Context: an optimization exercise on an open-source flow, tuned for small area. The choices shown serve that exercise and are no tape-out recipe.
Where RTL was checked, it was by simulation tests only, not by an equivalence proof against the original.
No driver is modelled on the clock port, so clocking that relies on it looks cheaper here than on a real chip.
Power is estimated from default activity; no workload was simulated.

## lane 5
// top
module top(
  input             i_clk,    
  input             i_rst,    
  input             i_btnC,
  input             i_btnL,
  input             i_btnR,
  input             i_btnU,
  input             i_btnD,
  input [15:0]      i_sw,
  output [15:0]     o_led,
  output [6:0]      o_seg_l,
  output [3:0]      o_an_l,
  output            o_dp_l
);
Size: roughly 600 cells after synthesis, about 86 flip-flops, roughly 51 I/O pins, roughly 4900 sq um of cells after synthesis.
==> flow/config.mk <==
export PLATFORM = sky130hd
export DESIGN_NAME = top
export DESIGN_NICKNAME = top
export VERILOG_FILES = /design/flow/design.v
export SDC_FILE = /design/flow/constraint.sdc
export NUM_CORES = 4
export LEC_CHECK = 0
export CAP_MARGIN = 20
export CORE_MARGIN = 2
export CORE_UTILIZATION = 40
export SLEW_MARGIN = 20
==> flow/constraint.sdc <==
create_clock -name core_clock -period 10.0 [get_ports {i_clk}]
set_input_delay 2.0000 -clock core_clock [delete_from_list [all_inputs] [get_ports {i_clk}]]
set_output_delay 2.0000 -clock core_clock [all_outputs]
set_load 0.01 [all_outputs]
run.sh (not shown) runs the stock make flow with config.mk's settings and CLKGATE_MAP_FILE= SYNTH_SCRIPT=/design/flow/synth_recipe.tcl, a recipe that flattens the netlist after the stock synthesis.
Modified inputs, lane 4 compared to lane 5
--- a/flow/design.v
+++ b/flow/design.v
@@ -32,22 +32,24 @@
 always @(posedge i_clk) begin
   if (i_rst) rf_debug <= 1'b0;
   else if (tick_rise) rf_debug <= ~rf_debug;
 end
 wire [4:0] b_in = {i_btnD, i_btnU, i_btnR, i_btnL, i_btnC};
 reg [4:0] s0, s1, s2, s3, bt, pv, rs;
+wire ld = en & ~i_rst;
+wire hd = ~en & ~i_rst;
+wire [4:0] ld5 = {5{ld}};
+wire [4:0] hd5 = {5{hd}};
 always @(posedge i_clk) begin
-  if (i_rst) begin
-    s0 <= 5'd0; s1 <= 5'd0; s2 <= 5'd0; s3 <= 5'd0;
-    bt <= 5'd0; pv <= 5'd0; rs <= 5'd0;
-  end else if (en) begin
-    s0 <= b_in; s1 <= s0; s2 <= s1; s3 <= s2;
-    bt <= (s3 & s2) | (bt & (s3 | s2));
-    pv <= bt;
-    rs <= bt & ~pv;
-  end
+  s0 <= (ld5 & b_in) | (hd5 & s0);
+  s1 <= (ld5 & s0) | (hd5 & s1);
+  s2 <= (ld5 & s1) | (hd5 & s2);
+  s3 <= (ld5 & s2) | (hd5 & s3);
+  bt <= (ld5 & ((s3 & s2) | (bt & (s3 | s2)))) | (hd5 & bt);
+  pv <= (ld5 & bt) | (hd5 & pv);
+  rs <= (ld5 & bt & ~pv) | (hd5 & rs);
 end
 wire w_btnC = rs[0];
 wire w_btnL = rs[1];
 wire w_btnR = rs[2];
 wire w_btnU = rs[3];
 wire w_btnD = rs[4];
Findings:
- Die: lane 4 smaller than lane 5
- Lane 4 vs lane 5 — biggest cell delay along the critical path rose 50 ps.
- In the flow results for lane 5 and lane 4, the final cell count without fillers is larger on lane 4.
- From lane 5 to lane 4 the numbers moved as follows: sequential share of layout area climbed 0.39 points; non-clock buffer share of cell area barely changed; routed wire length dropped 0.93%; combinational group share of total power dropped 0.7 points.
- Of lane 5 and lane 4, lane 4 shows the higher portion of the clock cycle consumed by the worst path in the final layout, with lane 5 below it.
- Status: fraction of standard cell area in multi-input logic parity (lane 4, lane 5)
- The run showing the smaller time the worst path needs with I/O delays and setup is lane 5.
Function not checked in lane 5: the RTL went through the layout flow alone.

---

v14:
top, a different RTL version from the one above (not shown whole).
Size in the first run: about 380 cells after synthesis, roughly 70 flip-flops, roughly 51 I/O pins, roughly 3300 sq um of cells after synthesis.
// top
module top(
  input             i_clk,    
  input             i_rst,    
  input             i_btnC,
  input             i_btnL,
  input             i_btnR,
  input             i_btnU,
  input             i_btnD,
  input [15:0]      i_sw,
  output [15:0]     o_led,
  output [6:0]      o_seg_l,
  output [3:0]      o_an_l,
  output            o_dp_l
);
==> module ts_deb, before the edit <==
module ts_deb(
  input i_clk, input i_rst, input en,
  input [4:0] b_in,
  output [4:0] pulse
);
  reg [4:0] s0, lv, a0, a1, a2;
  wire ld = en & ~i_rst;
  wire hd = ~en & ~i_rst;
  wire [4:0] ld5 = {5{ld}};
  wire [4:0] hd5 = {5{hd}};
  wire [4:0] lv_n = (s0 & b_in) | (lv & (s0 | b_in));    
  wire [4:0] rise = ~lv & s0 & b_in;
  wire [4:0] a0_n = rise | (a0 & ~(a1 & a2));
  always @(posedge i_clk) begin
    s0 <= (ld5 & b_in) | (hd5 & s0);
    lv <= (ld5 & lv_n) | (hd5 & lv);
    a2 <= (ld5 & a1) | (hd5 & a2);
    a1 <= (ld5 & a0) | (hd5 & a1);
    a0 <= (ld5 & a0_n) | (hd5 & a0);
  end
  assign pulse = a2 & ~a1;
endmodule
==> flow/config.mk <==
export PLATFORM = sky130hd
export DESIGN_NAME = top
export DESIGN_NICKNAME = top
export VERILOG_FILES = /design/flow/design.v
export SDC_FILE = /design/flow/constraint.sdc
export NUM_CORES = 4
export LEC_CHECK = 0
export CAP_MARGIN = 0
export CORE_MARGIN = 2
export CORE_UTILIZATION = 40
export SLEW_MARGIN = 0
==> flow/constraint.sdc <==
create_clock -name core_clock -period 10.0 [get_ports {i_clk}]
set_input_delay 2.0000 -clock core_clock [delete_from_list [all_inputs] [get_ports {i_clk}]]
set_output_delay 2.0000 -clock core_clock [all_outputs]
set_load 0.01 [all_outputs]
standard.sh (not shown) runs the stock make flow with config.mk's settings and CLKGATE_MAP_FILE= SYNTH_SCRIPT=/design/flow/synth_recipe.tcl, a recipe that flattens the netlist after the stock synthesis.
==> flow/flow/run.sh <==
#!/bin/bash
# Own layout flow: the standard flow, with an area-oriented ABC mapping in
# synthesis, minimum-size port buffers and a lighter clock tree. Each tool's
# output is in flow_make.log and in ORFS's own logs under orfs/logs.
set -euo pipefail
W=$PWD
F=$W/flow

# Synthesis: the standard flow's own script, with Yosys's abc command replaced by one that
# maps the logic with each ABC script in flow/abc/ and keeps the smallest.
{
  echo "set abc_scripts {$(cd $F/abc && ls *.abc | tr '\n' ' ')}"
  echo "set abc_dir $F/abc"
  echo "set abc_tmp $W/abc_stat.txt"
  echo "source $F/abc_best.tcl"
  cat $W/synth_recipe.tcl
} > $W/own_synth.tcl

bash $W/standard.sh \
  SYNTH_SCRIPT=$W/own_synth.tcl ADDER_MAP_FILE= \
  BUFFER_PORTS_ARGS="-buffer_cell sky130_fd_sc_hd__buf_1" \
  CTS_ARGS="-sink_clustering_enable -repair_clock_nets -dont_use_dummy_load -buf_list sky130_fd_sc_hd__clkbuf_4" \
  POST_RESIZE_TCL=$F/post_resize.tcl \
  POST_CTS_TCL=$F/post_cts.tcl \
  finish > $W/flow_make.log 2>&1
Other scripts of this flow, unchanged in this note and not shown: flow/flow/abc/a2.abc, flow/flow/abc/a3.abc, flow/flow/abc/a5.abc, flow/flow/abc/a7.abc, flow/flow/abc/c01.abc, flow/flow/abc/c02.abc, flow/flow/abc/c03.abc, flow/flow/abc/c04.abc, flow/flow/abc/c05.abc, flow/flow/abc/c06.abc, flow/flow/abc/c07.abc, flow/flow/abc/c09.abc, flow/flow/abc/c10.abc, flow/flow/abc/s5.abc, flow/flow/abc/t6.abc, flow/flow/abc_best.tcl, flow/flow/post_cts.tcl, flow/flow/post_resize.tcl
The inputs of v16 differ from those of v14 as listed below.
--- a/flow/design.v
+++ b/flow/design.v
@@ -35,22 +35,22 @@
   input [4:0] b_in,
   output [4:0] pulse
 );
-  reg [4:0] s0, lv, a0, a1, a2;
+  reg [4:0] s0, s1, s2, q0, q1, q2;
   wire ld = en & ~i_rst;
   wire hd = ~en & ~i_rst;
   wire [4:0] ld5 = {5{ld}};
   wire [4:0] hd5 = {5{hd}};
-  wire [4:0] lv_n = (s0 & b_in) | (lv & (s0 | b_in));    
-  wire [4:0] rise = ~lv & s0 & b_in;
-  wire [4:0] a0_n = rise | (a0 & ~(a1 & a2));
+  wire [4:0] n0 = (~q1 & q2) | (q0 & s2) | (q0 & q2);
+  wire [4:0] n1 = (q0 & q2) | (~q2 & s2);
   always @(posedge i_clk) begin
     s0 <= (ld5 & b_in) | (hd5 & s0);
-    lv <= (ld5 & lv_n) | (hd5 & lv);
-    a2 <= (ld5 & a1) | (hd5 & a2);
-    a1 <= (ld5 & a0) | (hd5 & a1);
-    a0 <= (ld5 & a0_n) | (hd5 & a0);
-  end
-  assign pulse = a2 & ~a1;
+    s1 <= (ld5 & s0) | (hd5 & s1);
+    s2 <= (ld5 & s1) | (hd5 & s2);
+    q2 <= (ld5 & s2) | (hd5 & q2);
+    q1 <= (ld5 & n1) | (hd5 & q1);
+    q0 <= (ld5 & n0) | (hd5 & q0);
+  end
+  assign pulse = q0 & ~q1;
 endmodule
 module ts_ctl(
   input i_clk, input i_rst, input en,
Results
In the tables for v16 and v14, number of multi-input logic gates reads higher with v16.
v16 does worse than v14 on final critical path time including I/O delays and setup.
Delta (v16 minus v14): sequential share of layout area has increased; DRC violation count after routing has remained practically unchanged; clock network fraction of design power has increased; final wirelength has increased; flip-flop and latch count has increased.
Looking at detailed-routing iteration count for the pre-antenna-repair pass, v16 sits 1 above v14.
~same relative area change from synthesis to final layout in v16 and v14
Diff v14 -> v16 | synthesized area | up by a few percent
v16 vs v14 — register-to-register slack rose 0.16 ns.
v16 went all the way through synthesis, placement and routing and the layout is clean on timing, DRC and antenna.
Maximum frequency (lower): v16
The RTL of v14 was laid out without a check of its function.

---

Setup of main:
The RTL this note starts from:
==> flow/design.v <==
`timescale 1ns/10ps
module ts_cnt(
  input i_clk, input i_rst,
  output en,         
  output en_tick,    
  output reg rf_debug
);
  localparam [9:0] S1000 = 10'b0101100100;
  localparam [9:0] S1001 = 10'b1011001000;
  reg [4:0] l;
  reg [9:0] u;
  assign en = &l;
  wire ld = en & ~i_rst;
  wire hd = ~en & ~i_rst;
  wire tk = (u == S1001);
  wire ldj = ld & ~tk;
  wire fb = ~(u[9] ^ u[6]);
  assign en_tick = en & tk;
  wire tick_rise = en & (u == S1000);
  always @(posedge i_clk) begin
    if (i_rst) l <= 5'd16;
    else l <= l + 5'd1;
  end
  always @(posedge i_clk) begin
    u[9:1] <= ({9{ldj}} & u[8:0]) | ({9{hd}} & u[9:1]);
    u[0] <= (ld & (fb | tk)) | (hd & u[0]);
  end
  always @(posedge i_clk) begin
    if (i_rst) rf_debug <= 1'b0;
    else if (tick_rise) rf_debug <= ~rf_debug;
  end
endmodule
module ts_deb(
  input i_clk, input i_rst, input en,
  input [4:0] b_in,
  output [4:0] pulse
);
  reg [4:0] s0, s1, s2, s3, bt, pv, rs;
  wire ld = en & ~i_rst;
  wire hd = ~en & ~i_rst;
  wire [4:0] ld5 = {5{ld}};
  wire [4:0] hd5 = {5{hd}};
  always @(posedge i_clk) begin
    s0 <= (ld5 & b_in) | (hd5 & s0);
    s1 <= (ld5 & s0) | (hd5 & s1);
    s2 <= (ld5 & s1) | (hd5 & s2);
    s3 <= (ld5 & s2) | (hd5 & s3);
    bt <= (ld5 & ((s3 & s2) | (bt & (s3 | s2)))) | (hd5 & bt);
    pv <= (ld5 & bt) | (hd5 & pv);
    rs <= (ld5 & bt & ~pv) | (hd5 & rs);
  end
  assign pulse = rs;
endmodule
module ts_ctl(
  input i_clk, input i_rst, input en,
  input sw9, input btnC, input btnL, input btnR, input zall,
  output reg [2:0] state, output reg rf_mode, output reg [1:0] ds
);
  localparam TIMER_SET         = 3'd0;
  localparam TIMER_RUN         = 3'd1;
  localparam TIMER_DONE        = 3'd2;
  localparam STOPWATCH_STOPPED = 3'd3;
  localparam STOPWATCH_RUNNING = 3'd4;
  localparam STOPWATCH_RESET   = 3'd5;
  reg [2:0] next_state;
  always @(*) begin
    case (state)
      TIMER_SET:         next_state = rf_mode ? STOPWATCH_STOPPED : btnC ? TIMER_RUN : TIMER_SET;
      TIMER_RUN:         next_state = rf_mode ? STOPWATCH_STOPPED : btnC ? TIMER_SET : zall ? TIMER_DONE : TIMER_RUN;
      TIMER_DONE:        next_state = rf_mode ? STOPWATCH_STOPPED : btnC ? TIMER_SET : TIMER_DONE;
      STOPWATCH_STOPPED: next_state = ~rf_mode ? TIMER_SET : btnC ? STOPWATCH_RUNNING : btnR ? STOPWATCH_RESET : STOPWATCH_STOPPED;
      STOPWATCH_RUNNING: next_state = ~rf_mode ? TIMER_SET : btnC ? STOPWATCH_STOPPED : btnR ? STOPWATCH_RESET : STOPWATCH_RUNNING;
      STOPWATCH_RESET:   next_state = ~rf_mode ? TIMER_SET : btnC ? STOPWATCH_RUNNING : STOPWATCH_RESET;
      default:           next_state = TIMER_SET;
    endcase
  end
  always @(posedge i_clk) begin
    if (i_rst) begin
      state <= TIMER_SET;
      rf_mode <= 1'b0;
      ds <= 2'd0;
    end else if (en) begin
      state <= next_state;
      rf_mode <= sw9;
      if (btnL) ds <= ds + 2'd1;
      else if (btnR) ds <= ds - 2'd1;
    end
  end
endmodule
module ts_dig(
  input i_clk, input i_rst, input en, input en_tick,
  input [2:0] state, input [1:0] ds, input btnU, input btnD,
  output reg [4:0] j0, output reg [2:0] j1, output reg [4:0] j2, output reg [4:0] j3,
  output zall
);
  wire z0 = ~j0[4] & ~j0[0];
  wire z1 = ~j1[2] & ~j1[0];
  wire z2 = ~j2[4] & ~j2[0];
  wire z3 = ~j3[4] & ~j3[0];
  wire m0 = j0[4] & ~j0[3];    
  wire m1 = j1[2] & ~j1[1];    
  wire m2 = j2[4] & ~j2[3];    
  assign zall = z0 & z1 & z2 & z3;
  wire st_set = (state == 3'd0);
  wire st_run = (state == 3'd1);
  wire st_swr = (state == 3'd4);
  wire st_rst = (state == 3'd5);
  wire [3:0] dsel = 4'b0001 << ds;
  wire [3:0] up, dn;
  assign up[0] = (st_set & btnU & dsel[0]) | (st_swr & en_tick);
  assign up[1] = (st_set & btnU & dsel[1]) | (st_swr & en_tick & m0);
  assign up[2] = (st_set & btnU & dsel[2]) | (st_swr & en_tick & m0 & m1);
  assign up[3] = (st_set & btnU & dsel[3]) | (st_swr & en_tick & m0 & m1 & m2);
  assign dn[0] = (st_set & btnD & dsel[0]) | (st_run & en_tick);
  assign dn[1] = (st_set & btnD & dsel[1]) | (st_run & en_tick & z0);
  assign dn[2] = (st_set & btnD & dsel[2]) | (st_run & en_tick & z0 & z1);
  assign dn[3] = (st_set & btnD & dsel[3]) | (st_run & en_tick & z0 & z1 & z2);
  wire nr = ~i_rst;
  wire clr = en & st_rst;
  wire [3:0] su = {4{en & nr}} & up;
  wire [3:0] sd = {4{en & nr}} & dn & ~up;
  wire [3:0] sh = {4{nr & ~clr}} & ~({4{en}} & (up | dn));
  always @(posedge i_clk) begin
    j0 <= ({5{su[0]}} & {j0[3:0], ~j0[4]}) | ({5{sd[0]}} & {~j0[0], j0[4:1]}) | ({5{sh[0]}} & j0);
    j1 <= ({3{su[1]}} & {j1[1:0], ~j1[2]}) | ({3{sd[1]}} & {~j1[0], j1[2:1]}) | ({3{sh[1]}} & j1);
    j2 <= ({5{su[2]}} & {j2[3:0], ~j2[4]}) | ({5{sd[2]}} & {~j2[0], j2[4:1]}) | ({5{sh[2]}} & j2);
    j3 <= ({5{su[3]}} & {j3[3:0], ~j3[4]}) | ({5{sd[3]}} & {~j3[0], j3[4:1]}) | ({5{sh[3]}} & j3);
  end
endmodule
module ts_blk(
  input i_clk, input i_rst, input en, input done,
  output reg blink
);
  localparam [8:0] B500 = 9'b001000011;
  reg [8:0] bc;
  wire ld = en & done & ~i_rst;
  wire hd = ~en & ~i_rst;
  wire term = (bc == B500);
  wire ldn = ld & ~term;
  wire fb = ~(bc[8] ^ bc[4]);
  always @(posedge i_clk) begin
    bc <= ({9{ldn}} & {bc[7:0], fb}) | ({9{hd}} & bc);
    blink <= (ld & (blink ^ term)) | (hd & blink);
  end
endmodule
module ts_disp(
  input i_clk, input i_rst, input en, input blink,
  input [4:0] j0, input [2:0] j1, input [4:0] j2, input [4:0] j3, input [1:0] ds,
  output [6:0] o_seg_l, output [3:0] o_an_l, output o_dp_l, output [3:0] dval
);
  reg [1:0] ph, an;
  always @(posedge i_clk) begin
    if (i_rst) begin
      ph <= 2'd0; an <= 2'd0;
    end else if (en) begin
      if (ph == 2'd3) begin
        ph <= 2'd1; an <= an + 2'd1;
      end else ph <= ph + 2'd1;
    end
  end
  wire [4:0] j1w = {j1[2] & ~j1[1], j1[2] & ~j1[0], j1[2], j1[1] | j1[2], j1[0] | j1[2]};
  reg [4:0] js, jv;
  always @(*) begin
    case (an)
      2'd0: js = j0;
      2'd1: js = j1w;
      2'd2: js = j2;
      default: js = j3;
    endcase
    case (ds)
      2'd0: jv = j0;
      2'd1: jv = j1w;
      2'd2: jv = j2;
      default: jv = j3;
    endcase
  end
  assign dval[0] = (~jv[3] & jv[4]) | (jv[0] & ~jv[1]) | (~jv[1] & jv[2]) | (jv[0] & jv[4]) | (jv[2] & ~jv[3]);
  assign dval[1] = (~jv[0] & jv[2]) | (jv[1] & ~jv[3]);
  assign dval[2] = jv[2] & jv[3];
  assign dval[3] = ~jv[2] & jv[4];
  wire [6:0] segl;
  assign segl[0] = (js[0] & ~js[1]) | (js[3] & ~js[4]);
  assign segl[1] = js[1] & js[4];
  assign segl[2] = js[1] & ~js[2];
  assign segl[3] = (js[0] & ~js[1]) | (~js[1] & js[2]) | (js[3] & ~js[4]);
  assign segl[4] = (~js[3] & js[4]) | (js[0] & ~js[1]) | (~js[1] & js[2]) | (js[0] & js[2]);
  assign segl[5] = (~js[1] & js[2]) | (js[0] & ~js[3]);
  assign segl[6] = (~js[1] & js[2]) | (~js[1] & ~js[4]);
  assign o_seg_l = segl | {7{blink}};
  assign o_an_l = ~(4'b0001 << an) | {4{blink}};
  assign o_dp_l = ~(an == 2'd2);
endmodule
module top(
  input             i_clk,    
  input             i_rst,    
  input             i_btnC,
  input             i_btnL,
  input             i_btnR,
  input             i_btnU,
  input             i_btnD,
  input [15:0]      i_sw,
  output [15:0]     o_led,
  output [6:0]      o_seg_l,
  output [3:0]      o_an_l,
  output            o_dp_l
);
  wire en, en_tick, rf_debug;
  ts_cnt u_cnt(.i_clk(i_clk), .i_rst(i_rst), .en(en), .en_tick(en_tick), .rf_debug(rf_debug));
  wire [4:0] p;
  ts_deb u_deb(.i_clk(i_clk), .i_rst(i_rst), .en(en),
    .b_in({i_btnD, i_btnU, i_btnR, i_btnL, i_btnC}), .pulse(p));
  wire [2:0] state;
  wire rf_mode;
  wire [1:0] ds;
  wire zall;
  ts_ctl u_ctl(.i_clk(i_clk), .i_rst(i_rst), .en(en), .sw9(i_sw[9]),
    .btnC(p[0]), .btnL(p[1]), .btnR(p[2]), .zall(zall),
    .state(state), .rf_mode(rf_mode), .ds(ds));
  wire [4:0] d0, d2, d3;
  wire [2:0] d1;
  ts_dig u_dig(.i_clk(i_clk), .i_rst(i_rst), .en(en), .en_tick(en_tick),
    .state(state), .ds(ds), .btnU(p[3]), .btnD(p[4]),
    .j0(d0), .j1(d1), .j2(d2), .j3(d3), .zall(zall));
  wire blink;
  ts_blk u_blk(.i_clk(i_clk), .i_rst(i_rst), .en(en), .done(state == 3'd2), .blink(blink));
  wire [3:0] dval;
  ts_disp u_disp(.i_clk(i_clk), .i_rst(i_rst), .en(en), .blink(blink),
    .j0(d0), .j1(d1), .j2(d2), .j3(d3), .ds(ds),
    .o_seg_l(o_seg_l), .o_an_l(o_an_l), .o_dp_l(o_dp_l), .dval(dval));
  assign o_led[0] = rf_debug;
  assign o_led[4:1] = 4'b0001 << ds;
  assign o_led[7:5] = state;
  assign o_led[8] = blink;
  assign o_led[9] = rf_mode;
  assign o_led[11:10] = 2'b00;
  assign o_led[15:12] = dval;
endmodule
export LEC_CHECK = 0
export CAP_MARGIN = 20
export CORE_MARGIN = 2
export CORE_UTILIZATION = 40
export SLEW_MARGIN = 20
create_clock -name core_clock -period 10.0 [get_ports {i_clk}]
==> flow/flow/run.sh <==
#!/bin/bash
# Own layout flow: the standard flow, with an area-oriented ABC mapping in
# synthesis, minimum-size port buffers and a lighter clock tree.
set -euo pipefail
W=$PWD
F=$W/flow

# Synthesis: the standard flow's own script, with ABC's mapping script replaced.
{
  echo "proc abc {args} {"
  echo "  set i [lsearch -exact \$args -script]"
  echo "  if {\$i >= 0} { set args [lreplace \$args [expr {\$i + 1}] [expr {\$i + 1}] $F/area.abc] }"
  echo "  yosys abc {*}\$args"
  echo "}"
  cat $W/synth_recipe.tcl
} > $W/own_synth.tcl

bash $W/standard.sh \
  SYNTH_SCRIPT=$W/own_synth.tcl ADDER_MAP_FILE= \
  BUFFER_PORTS_ARGS="-buffer_cell sky130_fd_sc_hd__buf_1" \
  CTS_ARGS="-sink_clustering_enable -repair_clock_nets -dont_use_dummy_load -sink_clustering_size 30 -sink_clustering_max_diameter 100 -buf_list sky130_fd_sc_hd__clkbuf_8" \
  finish > $W/flow_make.log 2>&1
==> flow/flow/area.abc <==
strash; ifraig; &get -n; &st; &dch -f; &nf -R 1000 -p; &put; strash; &get -n; &st; &dch -f; &nf -R 1000 -p; &put; topo
Relative to main, the following input files were edited for the feature branch:
diff --git a/flow/design.v b/flow/design.v
--- a/flow/design.v
+++ b/flow/design.v
@@ -53,38 +53,27 @@
 endmodule
 module ts_ctl(
   input i_clk, input i_rst, input en,
   input sw9, input btnC, input btnL, input btnR, input zall,
   output reg [2:0] state, output reg rf_mode, output reg [1:0] ds
 );
-  localparam TIMER_SET         = 3'd0;
-  localparam TIMER_RUN         = 3'd1;
-  localparam TIMER_DONE        = 3'd2;
-  localparam STOPWATCH_STOPPED = 3'd3;
-  localparam STOPWATCH_RUNNING = 3'd4;
-  localparam STOPWATCH_RESET   = 3'd5;
-  reg [2:0] next_state;
-  always @(*) begin
-    case (state)
-      TIMER_SET:         next_state = rf_mode ? STOPWATCH_STOPPED : btnC ? TIMER_RUN : TIMER_SET;
-      TIMER_RUN:         next_state = rf_mode ? STOPWATCH_STOPPED : btnC ? TIMER_SET : zall ? TIMER_DONE : TIMER_RUN;
-      TIMER_DONE:        next_state = rf_mode ? STOPWATCH_STOPPED : btnC ? TIMER_SET : TIMER_DONE;
-      STOPWATCH_STOPPED: next_state = ~rf_mode ? TIMER_SET : btnC ? STOPWATCH_RUNNING : btnR ? STOPWATCH_RESET : STOPWATCH_STOPPED;
-      STOPWATCH_RUNNING: next_state = ~rf_mode ? TIMER_SET : btnC ? STOPWATCH_STOPPED : btnR ? STOPWATCH_RESET : STOPWATCH_RUNNING;
-      STOPWATCH_RESET:   next_state = ~rf_mode ? TIMER_SET : btnC ? STOPWATCH_RUNNING : STOPWATCH_RESET;
-      default:           next_state = TIMER_SET;
-    endcase
-  end
-  always @(posedge i_clk) begin
-    if (i_rst) begin
-      state <= TIMER_SET;
-      rf_mode <= 1'b0;
-      ds <= 2'd0;
-    end else if (en) begin
-      state <= next_state;
-      rf_mode <= sw9;
+  wire [2:0] st = state;
+  wire mode = rf_mode, C = btnC, R = btnR, Z = zall;
+  wire [2:0] ns;
+  assign ns[0] = (st[0] & ~st[1] & ~st[2] & ~C & ~Z) | (st[0] & mode & ~C) | (~st[0] & ~st[1] & ~st[2] & C) | (~st[1] & ~st[2] & mode) | (~st[0] & mode & C) | (~st[0] & ~st[2] & mode) | (~st[0] & mode & R);
+  assign ns[1] = (~st[0] & st[1] & ~C) | (~st[1] & ~st[2] & mode) | (st[0] & ~st[1] & ~st[2] & ~C & Z) | (~st[0] & mode & C) | (st[1] & mode & ~C & ~R);
+  assign ns[2] = (st[2] & mode & ~C) | (st[0] & st[1] & mode & C) | (st[0] & st[1] & mode & R) | (st[0] & st[2] & mode);
+  wire ld = en & ~i_rst;
+  wire hd = ~en & ~i_rst;
+  always @(posedge i_clk) begin
+    state <= ({3{ld}} & ns) | ({3{hd}} & state);
+    rf_mode <= (ld & sw9) | (hd & rf_mode);
+  end
+  always @(posedge i_clk) begin
+    if (i_rst) ds <= 2'd0;
+    else if (en) begin
       if (btnL) ds <= ds + 2'd1;
       else if (btnR) ds <= ds - 2'd1;
     end
   end
 endmodule
 module ts_dig(
Notes after the runs:
- Higher buffers plus inverters on the worst setup path was reported by the feature branch, not main.
- Reported for main and the feature branch, quantity of hold-fixing buffers added after cts turned out identical to the last digit.
- Taking main as the reference point, the total wire length of the feature branch falls by 420 um.
- Higher die area was reported by main, not the feature branch.
- Compared with main, in the feature branch leakage power summed over all cells shrank by 3.4%, area added between synthesis and finish grew by 0.22 points, fill cell total of the finished layout shrank by 3.5%, per-instance average area after synthesis shrank by 0.66%.
- Post-synthesis instance area, the feature branch vs main: down slightly
- On the feature branch: smallest setup slack after layout is 0.098 ns lower than what main gave.
- Result for main and the feature branch: all clean
Only the layout flow was run in main; the RTL was not checked for function there.

==> afterwards: timing with drivers on the ports <==
How much do the figures lean on ideal ports? The routed layouts below were timed once more, with nothing changed but the port constraints. Step 1 assumes that a clkbuf_16 drives the clock port and a buf_2 every other input. Step 2 also shifts input and output timing later by t, the mid clock arrival at the registers, as if the neighbouring blocks saw the same clock. a / b / c = ideal ports / drivers / drivers and shift; a / b = the first two.
run | t (ns) | slack for setup (ns) | pins driven straight from the clock port
lane 5 | 0.373 | 5.221 / 5.184 / 5.557 | 1
lane 4 | 0.386 | 5.123 / 5.083 / 5.469 | 1
v14 | 0.361 | 5.267 / 5.235 / 5.596 | 1
v16 | 0.363 | 5.130 / 5.099 / 5.462 | 1
main | 0.376 | 5.623 / 5.588 / 5.964 | 1
the feature branch | 0.374 | 5.526 / 5.494 / 5.869 | 1
After both steps setup and hold are still met in every run listed.
